From an optimization exercise on the open Yosys and OpenROAD flow, aimed at small area; shortcuts taken in it are not production practice.
Where RTL was checked, it was by simulation tests only, not by an equivalence proof against the original.
The clock port is modelled as an ideal driver, which makes a skipped or thinned clock tree look cheaper than it is; a real chip needs a root buffer or a tree.
Power figures rest on the tool's default switching activity, not on a simulated workload.

==> run a <==
==> flow/design.v <==
module debouncer(clk, rst, trigger, PB_down);
    input clk, rst, trigger;
    output PB_down;
    localparam [15:0] INV = 16'hAAAA;
    reg PB_sync_0, PB_sync_1_n, PB_state;
    reg [15:0] PB_cnt_q;
    wire [15:0] PB_cnt = PB_cnt_q ^ INV;
    wire PB_sync_1 = ~PB_sync_1_n;
    wire PB_idle = (PB_state == PB_sync_1);
    wire low_zero = ~|PB_cnt[14:0];
    wire PB_cnt_max = PB_cnt[15] & low_zero;
    wire fb = PB_cnt[15] ^ PB_cnt[14] ^ PB_cnt[12] ^ PB_cnt[3] ^ low_zero;
    always @(posedge clk) begin
        PB_sync_0 <= ~rst & ~trigger;
        PB_sync_1_n <= rst | ~PB_sync_0;
        PB_cnt_q <= PB_idle ? INV : ({PB_cnt[14:0], fb} ^ INV);
        PB_state <= ~rst & (PB_cnt_max ? PB_sync_1 : PB_state);
    end
    assign PB_down = PB_cnt_max & PB_sync_1 & ~PB_state;
endmodule
module clkdiv(clk_100MHz, rst, tick_1kHz);
    input clk_100MHz;
    input rst;
    output tick_1kHz;
    localparam [15:0] INV = 16'hAAAA;
    reg [15:0] counter1_q;
    wire [15:0] counter1 = counter1_q ^ INV;
    reg clk_1kHz;
    wire wrap = (counter1 == 16'h9487);
    wire fb = ~(counter1[15] ^ counter1[14] ^ counter1[12] ^ counter1[3]);
    assign tick_1kHz = wrap & ~clk_1kHz;
    always @(posedge clk_100MHz) begin
        counter1_q <= (rst | wrap) ? INV : ({counter1[14:0], fb} ^ INV);
        clk_1kHz <= ~rst & (clk_1kHz ^ wrap);
    end
endmodule
module fsm(
    input [5:0] in,
    input rst,
    input clk,
    output reg [1:0] floor,
    output reg [1:0] dir,
    output reg busy
    );
    reg [1:0] dest_floor;
    reg fresh;
    reg [15:0] counter;
    reg reset;
    wire run = reset | busy;
    wire hit = (counter == 16'h290f);
    wire fb = ~(counter[15] ^ counter[14] ^ counter[12] ^ counter[3]);
    wire step = ~rst & run & ~hit;
    wire keep = ~rst & ~run;
    wire [2:0] lo = in[2:0], hi = in[5:3];
    wire lo_one = (lo == 3'b001) | (lo == 3'b010) | (lo == 3'b100);
    wire hi_one = (hi == 3'b001) | (hi == 3'b010) | (hi == 3'b100);
    wire req = (lo_one & ~|hi) | (hi_one & ~|lo);
    wire [2:0] sel = lo | hi;
    wire [1:0] req_floor = {sel[1] | sel[2], sel[2]};
    wire [1:0] nf = {floor[0] | dest_floor[1], floor[1] & dest_floor[0]};
    wire go_up = (dest_floor[1] & ~floor[1]) | (dest_floor[0] & ~floor[0]);
    wire go_down = (~dest_floor[1] & floor[1]) | (~dest_floor[0] & floor[0]);
    wire moving = busy & ~fresh;
    always @(posedge clk) begin
        counter <= ({16{step}} & {counter[14:0], fb}) | ({16{keep}} & counter);
        reset <= rst | (reset & ~hit);
        busy <= ~rst & (busy ? (floor != dest_floor) : (req & ~reset));
        fresh <= rst | ~busy | (hit & ~fresh);
        dir <= {~rst & moving & go_up, ~rst & ((reset & ~hit) | (moving & go_down))};
        if (rst) floor <= 2'b00;
        else if (moving & hit) floor <= nf;
        if (!busy) dest_floor <= req_floor;
    end
endmodule
module binary_to_segment(show_dir, show_floor, code, seven);
    input show_dir, show_floor;
    input [1:0] code;
    output [6:0] seven;
    wire a = code[1], b = code[0];
    wire idle_dir = show_dir & ~a & ~b;
    assign seven[6] = (show_floor & ~a) | (show_dir & ~b);
    assign seven[5] = idle_dir;
    assign seven[4] = (show_floor & a & ~b) | idle_dir;
    assign seven[3] = (show_floor | show_dir) & ~a;
    assign seven[2] = (show_floor & (~a | b)) | idle_dir;
    assign seven[1] = show_floor | idle_dir;
    assign seven[0] = (show_floor & ~a) | (show_dir & (a | b));
endmodule
module seven_alternate (floor, dir, show_dir, show_floor, code, clk, rst, en);
    input [1:0] floor;
    input [1:0] dir;
    output reg show_dir;
    output reg show_floor;
    output reg [1:0] code;
    input clk;
    input rst;
    input en;
    always @(posedge clk)
        if (rst) begin
            show_dir <= 1'b0;
            show_floor <= 1'b0;
        end else if (en) begin
            show_dir <= ~show_dir;
            show_floor <= show_dir;
        end
    always @(posedge clk)
        if (en) code <= show_dir ? floor : dir;
endmodule
module LED_display(floor, dir, hex, AN, clk, rst, en);
    input [1:0] dir;
    input [1:0] floor;
    output [6:0] hex;
    output [3:0] AN;
    input clk;
    input rst;
    input en;
    wire show_dir, show_floor;
    wire [1:0] code;
    seven_alternate s1 (floor, dir, show_dir, show_floor, code, clk, rst, en);
    binary_to_segment b1 (show_dir, show_floor, code, hex);
    assign AN = {show_floor, show_dir | show_floor, show_dir | show_floor, show_dir};
endmodule
module TopModule(
    input [5:0] in,
    input clk,
    input reset,
    output [6:0] NUM,
    output [3:0] AN,
    output busy,
    output wire [5:0] in2
    );
    wire tick_1kHz;
    wire [1:0] floor;
    wire [1:0] dir;
    debouncer d1(.clk(clk), .rst(reset), .trigger(in[0]), .PB_down(in2[0]));
    debouncer d2(.clk(clk), .rst(reset), .trigger(in[1]), .PB_down(in2[1]));
    debouncer d3(.clk(clk), .rst(reset), .trigger(in[2]), .PB_down(in2[2]));
    debouncer d4(.clk(clk), .rst(reset), .trigger(in[3]), .PB_down(in2[3]));
    debouncer d5(.clk(clk), .rst(reset), .trigger(in[4]), .PB_down(in2[4]));
    debouncer d6(.clk(clk), .rst(reset), .trigger(in[5]), .PB_down(in2[5]));
    clkdiv clgfat(.clk_100MHz(clk), .rst(reset), .tick_1kHz(tick_1kHz));
    fsm f1(.in(in2), .rst(reset), .clk(clk), .floor(floor), .dir(dir), .busy(busy));
    LED_display randall(.dir(dir), .floor(floor), .hex(NUM), .AN(AN), .clk(clk), .rst(reset), .en(tick_1kHz));
endmodule
==> flow/flow/run.sh <==
#!/bin/bash
# Own flow: the standard layout (standard.sh) with three changes:
#  - synthesis maps logic with flow/abc_area.script (area-oriented ABC mapping)
#    in place of ORFS's speed script; everything else in synthesis is ORFS's
#    own scripts, copied unchanged into scripts/ here;
#  - port buffers use the smallest buffer cell;
#  - the clock tree is built by flow/cts_pre.tcl (a few large clock buffers)
#    instead of TritonCTS.
# All tool output goes to standard_make.log and ORFS's own logs.
set -euo pipefail
here=$(pwd)
rm -rf "$here/scripts"
cp -r "$FLOW_HOME/scripts" "$here/scripts"
cp "$here/flow/abc_area.script" "$here/scripts/abc_speed.script"
bash standard.sh \
  "SCRIPTS_DIR=$here/scripts" \
  "BUFFER_PORTS_ARGS=-buffer_cell sky130_fd_sc_hd__buf_1" \
  "PRE_CTS_TCL=$here/flow/cts_pre.tcl" \
  CTS_LEAVES=8 CTS_LEAF_CELL=sky130_fd_sc_hd__clkbuf_8 CTS_ROOT_CELL=sky130_fd_sc_hd__clkbuf_8 \
  finish > standard_make.log 2>&1
==> flow/flow/abc_area.script <==
&get -n
&st
&dch
&nf -a
&st
&dch
&nf -a
&st
&dch
&nf -a
&put
topo
stime -c
dnsize -c
==> flow/flow/cts_pre.tcl <==
set leaves $::env(CTS_LEAVES)
set leaf_cell $::env(CTS_LEAF_CELL)
set block [ord::get_db_block]
set db [ord::get_db]
set clk [$block findNet clk]

set pts {}
foreach it [$clk getITerms] {
  lassign [$it getAvgXY] ok x y
  lappend pts [list $it $x $y]
}

proc bisect {pts n} {
  if {$n <= 1} { return [list $pts] }
  set xs [lsort -integer [lmap p $pts {lindex $p 1}]]
  set ys [lsort -integer [lmap p $pts {lindex $p 2}]]
  set axis [expr {([lindex $xs end] - [lindex $xs 0]) >= ([lindex $ys end] - [lindex $ys 0]) ? 1 : 2}]
  set sorted [lsort -integer -index $axis $pts]
  set n1 [expr {$n / 2}]
  set k [expr {int(round([llength $sorted] * double($n1) / $n))}]
  set a [lrange $sorted 0 [expr {$k - 1}]]
  set b [lrange $sorted $k end]
  return [concat [bisect $a $n1] [bisect $b [expr {$n - $n1}]]]
}

proc centre {pts} {
  set sx 0; set sy 0
  foreach p $pts { set sx [expr {$sx + [lindex $p 1]}]; set sy [expr {$sy + [lindex $p 2]}] }
  set n [llength $pts]
  return [list [expr {$sx / $n}] [expr {$sy / $n}]]
}

proc add_buf {block db cell name in_net x y} {
  set master [$db findMaster $cell]
  set inst [odb::dbInst_create $block $master $name]
  set out [odb::dbNet_create $block "${name}_net"]
  $out setSigType CLOCK
  [$inst findITerm A] connect $in_net
  [$inst findITerm X] connect $out
  $inst setLocation [expr {int($x)}] [expr {int($y)}]
  $inst setPlacementStatus PLACED
  return $out
}

set groups [bisect $pts $leaves]
set drive $clk
if {$leaves > 4} {
  lassign [centre $pts] cx cy
  set drive [add_buf $block $db $::env(CTS_ROOT_CELL) clkroot $clk $cx $cy]
}
set i 0
foreach g $groups {
  lassign [centre $g] cx cy
  set out [add_buf $block $db $leaf_cell clkleaf_$i $drive $cx $cy]
  foreach p $g {
    set it [lindex $p 0]
    $it disconnect
    $it connect $out
  }
  puts "clock leaf $i: [llength $g] flip-flops"
  incr i
}

rename clock_tree_synthesis orfs_clock_tree_synthesis
proc clock_tree_synthesis {args} {
  puts "clock tree built by cts_pre.tcl"
  set_propagated_clock [all_clocks]
}
==> flow/standard.sh <==
#!/bin/bash
# synth_recipe.tcl (not shown) runs the flow's synth.tcl, then flattens the netlist and writes it again
# the make line also repeats each setting of config.mk as NAME=value (left out here)
make -C /OpenROAD-flow-scripts/flow DESIGN_CONFIG=/design/flow/config.mk WORK_HOME=/design/flow/orfs CLKGATE_MAP_FILE= SYNTH_SCRIPT=/design/flow/synth_recipe.tcl "${@:-finish}"
==> flow/config.mk <==
export PLATFORM = sky130hd
export DESIGN_NAME = TopModule
export DESIGN_NICKNAME = TopModule
export VERILOG_FILES = /design/flow/design.v
export SDC_FILE = /design/flow/constraint.sdc
export NUM_CORES = 4
export LEC_CHECK = 0
export CAP_MARGIN = 0
export CORE_MARGIN = 2
export CORE_UTILIZATION = 60
export SLEW_MARGIN = 0
==> flow/constraint.sdc <==
create_clock -name core_clock -period 10.0 [get_ports {clk}]
set_input_delay 2.0000 -clock core_clock [delete_from_list [all_inputs] [get_ports {clk}]]
set_output_delay 2.0000 -clock core_clock [all_outputs]
set_load 0.01 [all_outputs]
==> run b (differences from run a) <==
==> flow/design.v, changed modules only <==
module clkdiv(clk_100MHz, rst, tick_1kHz);
    input clk_100MHz;
    input rst;
    output tick_1kHz;
    localparam [15:0] INV = 16'hAAAA;
    reg [15:0] counter1_q;
    wire [15:0] counter1 = counter1_q ^ INV;
    reg clk_1kHz;
    localparam [15:0] START = 16'h1fd4;
    wire wrap = ((counter1 & 16'hfbde) == (16'h8897 & 16'hfbde));
    wire fb = ~(counter1[15] ^ counter1[14] ^ counter1[12] ^ counter1[3]);
    assign tick_1kHz = wrap & ~clk_1kHz;
    always @(posedge clk_100MHz) begin
        counter1_q <= (rst | wrap) ? (START ^ INV) : ({counter1[14:0], fb} ^ INV);
        clk_1kHz <= ~rst & (clk_1kHz ^ wrap);
    end
endmodule
module fsm(
    input [5:0] in,
    input rst,
    input clk,
    output reg [1:0] floor,
    output reg [1:0] dir,
    output reg busy
    );
    reg [1:0] dest_floor;
    reg mode;
    reg [15:0] counter;
    wire reset = mode & ~busy;
    wire moving = mode & busy;
    wire run = mode | busy;
    wire hit = ((counter & 16'hf8ff) == (16'hcbda & 16'hf8ff));
    wire fb = ~(counter[15] ^ counter[14] ^ counter[11] ^ counter[0]);
    wire step = ~rst & run & ~hit;
    wire keep = ~rst & ~run;
    wire [2:0] lo = in[2:0], hi = in[5:3];
    wire lo_one = (lo == 3'b001) | (lo == 3'b010) | (lo == 3'b100);
    wire hi_one = (hi == 3'b001) | (hi == 3'b010) | (hi == 3'b100);
    wire req = (lo_one & ~|hi) | (hi_one & ~|lo);
    wire [2:0] sel = lo | hi;
    wire [1:0] req_floor = {sel[1] | sel[2], sel[2]};
    wire [1:0] nf = {floor[0] | dest_floor[1], floor[1] & dest_floor[0]};
    wire go_up = (dest_floor[1] & ~floor[1]) | (dest_floor[0] & ~floor[0]);
    wire go_down = (~dest_floor[1] & floor[1]) | (~dest_floor[0] & floor[0]);
    always @(posedge clk) begin
        counter <= ({16{step}} & {counter[14:0], fb}) | ({16{keep}} & counter);
        mode <= rst | (reset & ~hit) | (busy & (floor != dest_floor) & (~mode | ~hit));
        busy <= ~rst & (busy ? (floor != dest_floor) : (req & ~mode));
        dir <= {~rst & moving & go_up, ~rst & ((reset & ~hit) | (moving & go_down))};
        if (rst) floor <= 2'b00;
        else if (moving & hit) floor <= nf;
        if (!busy) dest_floor <= req_floor;
    end
endmodule
--- a/flow/flow/run.sh
+++ b/flow/flow/run.sh
@@ -17,4 +17,4 @@
   "BUFFER_PORTS_ARGS=-buffer_cell sky130_fd_sc_hd__buf_1" \
   "PRE_CTS_TCL=$here/flow/cts_pre.tcl" \
-  CTS_LEAVES=8 CTS_LEAF_CELL=sky130_fd_sc_hd__clkbuf_8 CTS_ROOT_CELL=sky130_fd_sc_hd__clkbuf_8 \
+  CTS_LEAVES=4 CTS_ROOT=1 CTS_LEAF_CELL=sky130_fd_sc_hd__inv_16 CTS_ROOT_CELL=sky130_fd_sc_hd__inv_8 \
   finish > standard_make.log 2>&1
==> flow/flow/abc_area.script (replaced) <==
&get -n
&st
&dch
&nf -a -p -R 1000 -E 50 -A 6 -F 8
&st
&dch
&nf -a -p -R 1000 -E 50 -A 6 -F 8
&put
topo
stime -c
dnsize -c
--- a/flow/flow/cts_pre.tcl
+++ b/flow/flow/cts_pre.tcl
@@ -36,6 +36,8 @@
   set out [odb::dbNet_create $block "${name}_net"]
   $out setSigType CLOCK
-  [$inst findITerm A] connect $in_net
-  [$inst findITerm X] connect $out
+  foreach it [$inst getITerms] {
+    if {[$it isInputSignal]} { $it connect $in_net }
+    if {[$it isOutputSignal]} { $it connect $out }
+  }
   $inst setLocation [expr {int($x)}] [expr {int($y)}]
   $inst setPlacementStatus PLACED
@@ -45,5 +47,5 @@
 set groups [bisect $pts $leaves]
 set drive $clk
-if {$leaves > 4} {
+if {$leaves > 4 || $::env(CTS_ROOT) == 1} {
   lassign [centre $pts] cx cy
   set drive [add_buf $block $db $::env(CTS_ROOT_CELL) clkroot $clk $cx $cy]
@@ -62,4 +64,6 @@
 }
 
+rename repair_clock_inverters orfs_repair_clock_inverters
+proc repair_clock_inverters {args} {}
 rename clock_tree_synthesis orfs_clock_tree_synthesis
 proc clock_tree_synthesis {args} {
--- a/flow/config.mk
+++ b/flow/config.mk
@@ -8,4 +8,4 @@
 export CAP_MARGIN = 0
 export CORE_MARGIN = 2
-export CORE_UTILIZATION = 60
+export CORE_UTILIZATION = 75
 export SLEW_MARGIN = 0
==> run c (differences from run a) <==
==> flow/design.v, changed modules only <==
module fsm(
    input [5:0] in,
    input rst,
    input clk,
    output reg [1:0] floor,
    output reg [1:0] dir,
    output reg busy
    );
    reg [1:0] dest_floor;
    reg [1:0] next_floor;
    reg [15:0] counter;
    reg reset;
    wire run = reset | busy;
    wire hit = (counter == 16'h290f);
    wire fb = ~(counter[15] ^ counter[14] ^ counter[12] ^ counter[3]);
    wire step = ~rst & run & ~hit;
    wire keep = ~rst & ~run;
    wire [2:0] lo = in[2:0], hi = in[5:3];
    wire lo_one = (lo == 3'b001) | (lo == 3'b010) | (lo == 3'b100);
    wire hi_one = (hi == 3'b001) | (hi == 3'b010) | (hi == 3'b100);
    wire req = (lo_one & ~|hi) | (hi_one & ~|lo);
    wire [2:0] sel = lo | hi;
    wire [1:0] req_floor = {sel[1] | sel[2], sel[2]};
    wire [1:0] nf = {floor[0] | dest_floor[1], floor[1] & dest_floor[0]};
    wire nd_up = (next_floor[1] & ~floor[1]) | (next_floor[0] & ~floor[0]);
    wire nd_down = (~next_floor[1] & floor[1]) | (~next_floor[0] & floor[0]);
    always @(posedge clk) begin
        counter <= ({16{step}} & {counter[14:0], fb}) | ({16{keep}} & counter);
        if (rst) begin
            next_floor <= 2'b00;
            reset <= 1'b1;
            floor <= 2'b00;
            dir <= 2'b00;
            busy <= 1'b0;
        end else if (reset) begin
            dir <= {1'b0, ~hit};
            if (hit) reset <= 1'b0;
        end else if (!busy) begin
            if (req) begin
                dest_floor <= req_floor;
                busy <= 1'b1;
            end
        end else begin
            if (floor == dest_floor) busy <= 1'b0;
            next_floor <= nf;
            dir <= {nd_up, nd_down};
            if (hit) floor <= next_floor;
        end
    end
endmodule
--- a/flow/flow/run.sh
+++ b/flow/flow/run.sh
@@ -17,4 +17,4 @@
   "BUFFER_PORTS_ARGS=-buffer_cell sky130_fd_sc_hd__buf_1" \
   "PRE_CTS_TCL=$here/flow/cts_pre.tcl" \
-  CTS_LEAVES=8 CTS_LEAF_CELL=sky130_fd_sc_hd__clkbuf_8 CTS_ROOT_CELL=sky130_fd_sc_hd__clkbuf_8 \
+  CTS_LEAVES=8 CTS_LEAF_CELL=sky130_fd_sc_hd__clkbuf_8 CTS_ROOT_CELL=sky130_fd_sc_hd__clkbuf_16 \
   finish > standard_make.log 2>&1
--- a/flow/config.mk
+++ b/flow/config.mk
@@ -6,6 +6,6 @@
 export NUM_CORES = 4
 export LEC_CHECK = 0
-export CAP_MARGIN = 0
+export CAP_MARGIN = 20
 export CORE_MARGIN = 2
 export CORE_UTILIZATION = 60
-export SLEW_MARGIN = 0
+export SLEW_MARGIN = 20
==> run d (differences from run a) <==
==> flow/design.v, changed modules only <==
module clkdiv(clk_100MHz, rst, tick_1kHz);
    input clk_100MHz;
    input rst;
    output tick_1kHz;
    localparam [15:0] INV = 16'hAAAA;
    reg [15:0] counter1_q;
    wire [15:0] counter1 = counter1_q ^ INV;
    reg clk_1kHz;
    localparam [15:0] START = 16'h1fd4;
    wire wrap = ((counter1 & 16'hfbde) == (16'h8897 & 16'hfbde));
    wire fb = ~(counter1[15] ^ counter1[14] ^ counter1[12] ^ counter1[3]);
    assign tick_1kHz = wrap & ~clk_1kHz;
    always @(posedge clk_100MHz) begin
        counter1_q <= (rst | wrap) ? (START ^ INV) : ({counter1[14:0], fb} ^ INV);
        clk_1kHz <= ~rst & (clk_1kHz ^ wrap);
    end
endmodule
module fsm(
    input [5:0] in,
    input rst,
    input clk,
    output reg [1:0] floor,
    output reg [1:0] dir,
    output reg busy
    );
    reg [1:0] dest_floor;
    reg mode;
    reg [15:0] counter;
    wire reset = mode & ~busy;
    wire moving = mode & busy;
    wire run = mode | busy;
    wire hit = ((counter & 16'hf8ff) == (16'hcbda & 16'hf8ff));
    wire fb = ~(counter[15] ^ counter[14] ^ counter[11] ^ counter[0]);
    wire step = ~rst & run & ~hit;
    wire keep = ~rst & ~run;
    wire [2:0] lo = in[2:0], hi = in[5:3];
    wire lo_one = (lo == 3'b001) | (lo == 3'b010) | (lo == 3'b100);
    wire hi_one = (hi == 3'b001) | (hi == 3'b010) | (hi == 3'b100);
    wire req = (lo_one & ~|hi) | (hi_one & ~|lo);
    wire [2:0] sel = lo | hi;
    wire [1:0] req_floor = {sel[1] | sel[2], sel[2]};
    wire [1:0] nf = {floor[0] | dest_floor[1], floor[1] & dest_floor[0]};
    wire go_up = (dest_floor[1] & ~floor[1]) | (dest_floor[0] & ~floor[0]);
    wire go_down = (~dest_floor[1] & floor[1]) | (~dest_floor[0] & floor[0]);
    always @(posedge clk) begin
        counter <= ({16{step}} & {counter[14:0], fb}) | ({16{keep}} & counter);
        mode <= rst | (reset & ~hit) | (busy & (floor != dest_floor) & (~mode | ~hit));
        busy <= ~rst & (busy ? (floor != dest_floor) : (req & ~mode));
        dir <= {~rst & moving & go_up, ~rst & ((reset & ~hit) | (moving & go_down))};
        if (rst) floor <= 2'b00;
        else if (moving & hit) floor <= nf;
        if (!busy) dest_floor <= req_floor;
    end
endmodule
--- a/flow/flow/run.sh
+++ b/flow/flow/run.sh
@@ -17,4 +17,4 @@
   "BUFFER_PORTS_ARGS=-buffer_cell sky130_fd_sc_hd__buf_1" \
   "PRE_CTS_TCL=$here/flow/cts_pre.tcl" \
-  CTS_LEAVES=8 CTS_LEAF_CELL=sky130_fd_sc_hd__clkbuf_8 CTS_ROOT_CELL=sky130_fd_sc_hd__clkbuf_8 \
+  CTS_LEAVES=4 CTS_ROOT=1 CTS_LEAF_CELL=sky130_fd_sc_hd__inv_16 CTS_ROOT_CELL=sky130_fd_sc_hd__inv_8 \
   finish > standard_make.log 2>&1
==> flow/flow/abc_area.script (replaced) <==
&get -n
&st
&dch
&nf -a -p -R 1000 -E 50 -A 6 -F 8
&st
&dch
&nf -a -p -R 1000 -E 50 -A 6 -F 8
&put
topo
stime -c
dnsize -c
--- a/flow/flow/cts_pre.tcl
+++ b/flow/flow/cts_pre.tcl
@@ -36,6 +36,8 @@
   set out [odb::dbNet_create $block "${name}_net"]
   $out setSigType CLOCK
-  [$inst findITerm A] connect $in_net
-  [$inst findITerm X] connect $out
+  foreach it [$inst getITerms] {
+    if {[$it isInputSignal]} { $it connect $in_net }
+    if {[$it isOutputSignal]} { $it connect $out }
+  }
   $inst setLocation [expr {int($x)}] [expr {int($y)}]
   $inst setPlacementStatus PLACED
@@ -45,5 +47,5 @@
 set groups [bisect $pts $leaves]
 set drive $clk
-if {$leaves > 4} {
+if {$leaves > 4 || $::env(CTS_ROOT) == 1} {
   lassign [centre $pts] cx cy
   set drive [add_buf $block $db $::env(CTS_ROOT_CELL) clkroot $clk $cx $cy]
@@ -62,4 +64,6 @@
 }
 
+rename repair_clock_inverters orfs_repair_clock_inverters
+proc repair_clock_inverters {args} {}
 rename clock_tree_synthesis orfs_clock_tree_synthesis
 proc clock_tree_synthesis {args} {
==> notes <==
Of run b and run c, run c has the higher power (gap about 3.3%, measured against run c).
Design area: run c > run a > run d > run b.
The highest register-to-register slack belongs to run d, the lowest to run b.
In run b the maximum frequency is smaller than in run c, by 0.72%.
In run c the clock skew is lower than in run d, by 0.0067 ns.
Routed wire length: run b is higher than run d (about 10%).
Global-route usage: run c is higher than run d (0.54 points).
Between run b and run a, the lower via count is in run a (gap 3.4%, measured against run a).
The highest utilization belongs to run b, the lowest to run d.
No functional check of the RTL was part of run a. In every run of this note, the design's own scripts or RTL, not TritonCTS, make the clock network.

afterwards: timing with drivers on the ports:
The results above use ideal ports. As a check the final layouts listed here were re-extracted and re-timed, cells and wires unchanged. Step 1 (the two cells are an assumption about what drives the block):
set clk [get_ports {clk}]
set_driving_cell -lib_cell sky130_fd_sc_hd__clkbuf_16 $clk
set_driving_cell -lib_cell sky130_fd_sc_hd__buf_2 [delete_from_list [all_inputs] $clk]
Step 2 times the ports against the registers' clock, not the clock port: input delays grow and output delays shrink by t, the midpoint of the rising clock arrivals with the driver on. a / b / c = ideal ports / drivers / drivers and shift; a / b = the first two.
| run | t (ns) | setup slack, ns | hold slack, ns |
|---|---|---|---|
| run a | 0.404 | 5.611 / 5.585 / 5.989 | 0.380 / 0.380 / 0.380 |
| run b | 0.254 | 5.806 / 5.759 / 6.013 | 0.385 / 0.385 / 0.385 |
| run c | 0.372 | 5.836 / 5.802 / 6.174 | 0.385 / 0.385 / 0.385 |
| run d | 0.256 | 5.897 / 5.850 / 6.105 | 0.378 / 0.378 / 0.378 |
After both steps setup and hold are still met in every run listed.
